Source: an optimization exercise on an open RTL-to-GDS flow (aim: small area and a short achievable clock period). Production flows keep margins and buffers that such runs may drop.
Where RTL was checked, it was by simulation tests only, not by an equivalence proof against the original.
Power and IR drop assume default switching activity.

Setup of red:
==> flow/design.v <==
module ALU_decode (
    input  [3:0] OPERATION,
    output [3:0] xt,         
    output [3:0] xt0,        
    output       y_b,        
    output       y_nb,       
    output       y_c,        
    output       cin
);
    wire op_and  = (OPERATION == 4'b0000);
    wire op_or   = (OPERATION == 4'b0001);
    wire op_pass = (OPERATION == 4'b0111);
    wire op_nor  = (OPERATION == 4'b1100);
    wire op_sub  = (OPERATION == 4'b0110);
    wire op_neg  = (OPERATION == 4'b0101);
    wire op_add  = ~(op_and | op_or | op_pass | op_nor | op_sub | op_neg);
    assign xt[0]  = op_nor;
    assign xt[1]  = op_or | op_pass | op_neg;
    assign xt[2]  = op_add | op_sub | op_or | op_neg;
    assign xt[3]  = op_add | op_sub | op_and | op_or | op_pass;
    assign xt0[0] = op_nor | op_neg;
    assign xt0[1] = op_or | op_pass;
    assign xt0[2] = op_add | op_sub | op_or;
    assign xt0[3] = op_add | op_sub | op_and | op_or | op_pass | op_neg;
    assign y_b  = op_add;
    assign y_nb = op_sub;
    assign y_c  = op_neg;
    assign cin  = op_sub | op_neg;
endmodule
module ALU_slice (
    input        a,
    input        b,
    input        c,
    input  [3:0] xt,
    input        y_b,
    input        y_nb,
    input        y_c,
    output       x,
    output       y
);
    assign x = b ? (a ? xt[3] : xt[1]) : (a ? xt[2] : xt[0]);
    assign y = (y_b & b) | (y_nb & ~b) | (y_c & c);
endmodule
module ALU_operands (
    input  [63:0] A,
    input  [63:0] B,
    input  [3:0]  OPERATION,
    output [63:0] X,
    output [63:0] Y,
    output        cin
);
    wire [3:0] xt, xt0;
    wire y_b, y_nb, y_c;
    ALU_decode dec(.OPERATION(OPERATION), .xt(xt), .xt0(xt0), .y_b(y_b), .y_nb(y_nb),
                   .y_c(y_c), .cin(cin));
    wire [63:0] c = {~(A[62:1] | B[62:1]), ~(A[0] & B[0]), 1'b0};
    genvar i;
    generate
        for (i = 0; i < 64; i = i + 1) begin : sl
            ALU_slice s(.a(A[i]), .b(B[i]), .c(c[i]), .xt(i == 0 ? xt0 : xt),
                        .y_b(y_b), .y_nb(y_nb), .y_c(y_c), .x(X[i]), .y(Y[i]));
        end
    endgenerate
endmodule
module ALU_add (
    input  [63:0] X,
    input  [63:0] Y,
    input         cin,
    output [63:0] Out
);
    wire [63:0] p = X ^ Y;
    wire [63:0] g0 = X & Y;
    wire [63:0] g = {g0[63:1], g0[0] | (p[0] & cin)};
    localparam LV = 6;
    wire [63:0] gg [0:LV];
    wire [63:0] pp [0:LV];
    assign gg[0] = g;
    assign pp[0] = p;
    genvar l, j;
    generate
        for (l = 0; l < LV; l = l + 1) begin : lvl
            for (j = 0; j < 64; j = j + 1) begin : node
                if ((j >> l) & 1) begin : comb
                    localparam integer SRC = ((j >> l) << l) - 1;
                    assign gg[l+1][j] = gg[l][j] | (pp[l][j] & gg[l][SRC]);
                    assign pp[l+1][j] = pp[l][j] & pp[l][SRC];
                end else begin : pass
                    assign gg[l+1][j] = gg[l][j];
                    assign pp[l+1][j] = pp[l][j];
                end
            end
        end
    endgenerate
    assign Out = p ^ {gg[LV][62:0], cin};
endmodule
module ALU_top(
    input             clk,
    input      [63:0] A,
    input      [63:0] B,
    input      [3:0]  OPERATION,
    output reg [63:0] Out,
    output            Z
);
    wire [63:0] x_d, y_d;
    wire        cin_d;
    reg  [63:0] x_q, y_q;
    reg         cin_q;
    wire [63:0] alu_out;
    ALU_operands ops(.A(A), .B(B), .OPERATION(OPERATION), .X(x_d), .Y(y_d), .cin(cin_d));
    ALU_add      add(.X(x_q), .Y(y_q), .cin(cin_q), .Out(alu_out));
    always @(posedge clk) begin
        x_q   <= x_d;
        y_q   <= y_d;
        cin_q <= cin_d;
        Out   <= alu_out;
    end
    assign Z = ~|Out;
endmodule
clock: 6.5 ns
lec_check: 0
cap_margin: 20
core_margin: 2
core_utilization: 40
cts_buf_list: sky130_fd_sc_hd__clkbuf_8
setup_slack_margin: 3.7
slew_margin: 20
synth_hierarchical: 1
synth_minimum_keep_size: 0
standard.sh (not shown) runs the stock make flow with config.mk's settings and CLKGATE_MAP_FILE= SYNTH_SCRIPT=/design/flow/synth_recipe.tcl, a recipe that flattens the netlist after the stock synthesis.
==> flow/flow/run.sh <==
#!/bin/bash
# The standard layout (standard.sh), with these changes to synthesis and
# placement. Registers and their names are the standard synthesis's.
#  - synthesis keeps the modules apart (SYNTH_HIERARCHICAL in config.mk) and
#    abc maps each module with its own script, flow/abc_<module>.script
#    (flow/abc.script for any other module), each with its own delay target;
#    the design is flattened afterwards as in the standard synthesis;
#  - full/half adder cells are not extracted (abc maps that logic too);
#  - the port buffers start as buf_1 cells (the resizer sizes them up where
#    timing needs it).
# make's output goes to flow.log; ORFS keeps each step's log under orfs/logs.
set -euo pipefail
W=$PWD
export ADDER_MAP_FILE=
export BUFFER_PORTS_ARGS="-buffer_cell sky130_fd_sc_hd__buf_1"
{
  head -n 1 synth_recipe.tcl
  cat <<EOT
proc abc {args} {
  set i [lsearch -exact \$args -script]
  set mods [split [string trim [tee -q -s result.string select -list-mod =*]] "\n"]
  set done {}
  foreach f [glob -nocomplain $W/flow/abc_*.script] {
    set m [string range [file rootname [file tail \$f]] 4 end]
    if {[lsearch -exact \$mods \$m] < 0} { continue }
    set a \$args
    lset a [expr {\$i + 1}] \$f
    yosys abc {*}\$a =\$m
    lappend done \$m
  }
  set rest [list]
  foreach m \$mods { if {[lsearch -exact \$done \$m] < 0} { lappend rest =\$m } }
  if {[llength \$rest]} {
    set a \$args
    lset a [expr {\$i + 1}] $W/flow/abc.script
    yosys abc {*}\$a {*}\$rest
  }
}
EOT
  tail -n +2 synth_recipe.tcl
} > my_synth.tcl
sed "s#SYNTH_SCRIPT=[^ ]*#SYNTH_SCRIPT=$W/my_synth.tcl#" standard.sh > my_standard.sh
grep -q "SYNTH_SCRIPT=$W/my_synth.tcl" my_standard.sh
bash my_standard.sh > flow.log 2>&1
==> flow/flow/abc.script <==
strash
dch
map
topo
buffer
upsize
dnsize
==> flow/flow/abc_ALU_add.script <==
strash
dch
map -D 2000
topo
buffer
upsize -D 2000
dnsize -D 2000
==> flow/flow/abc_ALU_decode.script <==
strash
dch
map -D 300
topo
buffer
upsize -D 300
dnsize -D 300
==> flow/flow/abc_ALU_operands.script <==
strash
dch
map -D 1200
topo
buffer
upsize -D 1200
dnsize -D 1200
==> flow/flow/abc_ALU_slice.script <==
&get -n
&st
&dch
&nf -a
&put
--- input diff red..orange ---
diff --git a/flow/design.v b/flow/design.v
--- a/flow/design.v
+++ b/flow/design.v
@@ -65,9 +65,10 @@
 module ALU_add (
     input  [63:0] X,
     input  [63:0] Y,
     input         cin,
-    output [63:0] Out
+    output [63:0] Out,
+    output        Z
 );
     wire [63:0] p = X ^ Y;
     wire [63:0] g0 = X & Y;
     wire [63:0] g = {g0[63:1], g0[0] | (p[0] & cin)};
@@ -91,28 +92,31 @@
             end
         end
     endgenerate
     assign Out = p ^ {gg[LV][62:0], cin};
+    wire [63:0] t = X | Y;
+    assign Z = &(p ~^ {t[62:0], cin});
 endmodule
 module ALU_top(
     input             clk,
     input      [63:0] A,
     input      [63:0] B,
     input      [3:0]  OPERATION,
     output reg [63:0] Out,
-    output            Z
+    output reg        Z
 );
     wire [63:0] x_d, y_d;
     wire        cin_d;
     reg  [63:0] x_q, y_q;
     reg         cin_q;
     wire [63:0] alu_out;
+    wire        alu_z;
     ALU_operands ops(.A(A), .B(B), .OPERATION(OPERATION), .X(x_d), .Y(y_d), .cin(cin_d));
-    ALU_add      add(.X(x_q), .Y(y_q), .cin(cin_q), .Out(alu_out));
+    ALU_add      add(.X(x_q), .Y(y_q), .cin(cin_q), .Out(alu_out), .Z(alu_z));
     always @(posedge clk) begin
         x_q   <= x_d;
         y_q   <= y_d;
         cin_q <= cin_d;
         Out   <= alu_out;
+        Z     <= alu_z;
     end
-    assign Z = ~|Out;
 endmodule
Results
- From red to orange the numbers moved as follows: post-synthesis cell area grew by 400 um2, part of the power in combinational logic rose by 1.9 points, fmax higher.
- Looking at count of clock-buffer cells in the layout, orange sits above red.
- Number of multi-input combinational cells for orange is higher than for red.
- Compared with red, orange shows a global-route wire length before repair that is about 12% higher.
- In the final reports, the cell area of orange is larger than that of red.
- Looking at synthesis-to-finish area growth, orange sits 3.1 points lower than red does.
- Summary of orange over red: multi-input logic portion of the cell area has increased; count of routing violations after the opening detailed-route iteration has increased.
- Against red, final RePlAce weighted congestion in orange fell by a few percent.
- Where power is concerned, red is better than orange.
- Diff red and orange: shortest clock period the worst path allows after layout higher in red
- Side by side, synthesized cell count turned out higher in orange than in red.
Function not checked in red: the RTL went through the layout flow alone.

========
// ALU_top: RTL as listed in full above, without the edits since
export LEC_CHECK = 0
export CAP_MARGIN = 20
export CORE_MARGIN = 2
export CORE_UTILIZATION = 40
export SETUP_SLACK_MARGIN = 3.7
export SLEW_MARGIN = 20
export SYNTH_HIERARCHICAL = 1
export SYNTH_MINIMUM_KEEP_SIZE = 0
create_clock -name core_clock -period 6.5 [get_ports {clk}]
Scripts as last shown in full above: flow/flow/run.sh, flow/flow/abc.script, flow/flow/abc_ALU_add.script, flow/flow/abc_ALU_decode.script, flow/flow/abc_ALU_operands.script, flow/flow/abc_ALU_slice.script
Next try:
--- a/flow/design.v
+++ b/flow/design.v
@@ -67,5 +67,6 @@
     input  [63:0] Y,
     input         cin,
-    output [63:0] Out
+    output [63:0] Out,
+    output        Z
 );
     wire [63:0] p = X ^ Y;
@@ -93,4 +94,6 @@
     endgenerate
     assign Out = p ^ {gg[LV][62:0], cin};
+    wire [63:0] t = X | Y;
+    assign Z = &(p ~^ {t[62:0], cin});
 endmodule
 module ALU_top(
@@ -100,5 +103,5 @@
     input      [3:0]  OPERATION,
     output reg [63:0] Out,
-    output            Z
+    output reg        Z
 );
     wire [63:0] x_d, y_d;
@@ -107,6 +110,7 @@
     reg         cin_q;
     wire [63:0] alu_out;
+    wire        alu_z;
     ALU_operands ops(.A(A), .B(B), .OPERATION(OPERATION), .X(x_d), .Y(y_d), .cin(cin_d));
-    ALU_add      add(.X(x_q), .Y(y_q), .cin(cin_q), .Out(alu_out));
+    ALU_add      add(.X(x_q), .Y(y_q), .cin(cin_q), .Out(alu_out), .Z(alu_z));
     always @(posedge clk) begin
         x_q   <= x_d;
@@ -114,5 +118,5 @@
         cin_q <= cin_d;
         Out   <= alu_out;
+        Z     <= alu_z;
     end
-    assign Z = ~|Out;
 endmodule
The new run finished clean.
Fmax rises by roughly a tenth.
Wire length went up by about a fifth.
Setup slack is better by 270 ps.
Core utilization went down by 1.5 points.
Hold slack improves by 120 ps.
Critical path depth went up by 12.
Area after synthesis increases by a few percent.
Power climbs by a few percent.
Via count rises by a few percent.
Count of clock-buffer cells in the layout climbs by 2.
Only the layout flow was run in the first run of this note; the RTL was not checked for function there.

afterwards: timing with drivers on the ports:
How much do the figures lean on ideal ports? The routed layouts below were timed once more, with nothing changed but the port constraints.
Step 1 sets driving cells, clkbuf_16 on the clock port and buf_2 on the other inputs (assumed; they add their load-dependent delay and slew).
Step 2 adds t to the input delays and takes it off the output delays; t is the mean of the earliest and latest rising clock arrival at the registers after step 1. Input paths then give back, and output paths get back, about the clock's delay inside the block.
Slacks: no drivers / after step 1 / after step 2; pairs: no drivers / after step 1.
run	t (ns)	setup slack, ns	latest minus earliest clock arrival (ns)	worst slew at a driven data input, ns
red	0.508	3.500 / 3.458 / 3.301	0.019 / 0.019	0.08
orange	0.506	3.779 / 3.779 / 3.291	0.015 / 0.015	0.07
the first run of note 2	0.474	3.556 / 3.509 / 3.429	0.014 / 0.015	0.08
the second run of note 2	0.478	3.830 / 3.830 / 3.381	0.012 / 0.012	0.07
After both steps setup and hold are still met in every run listed. The setup slack of orange, which loses most, moves by 0.000 ns with the drivers and by -0.488 ns with both steps.
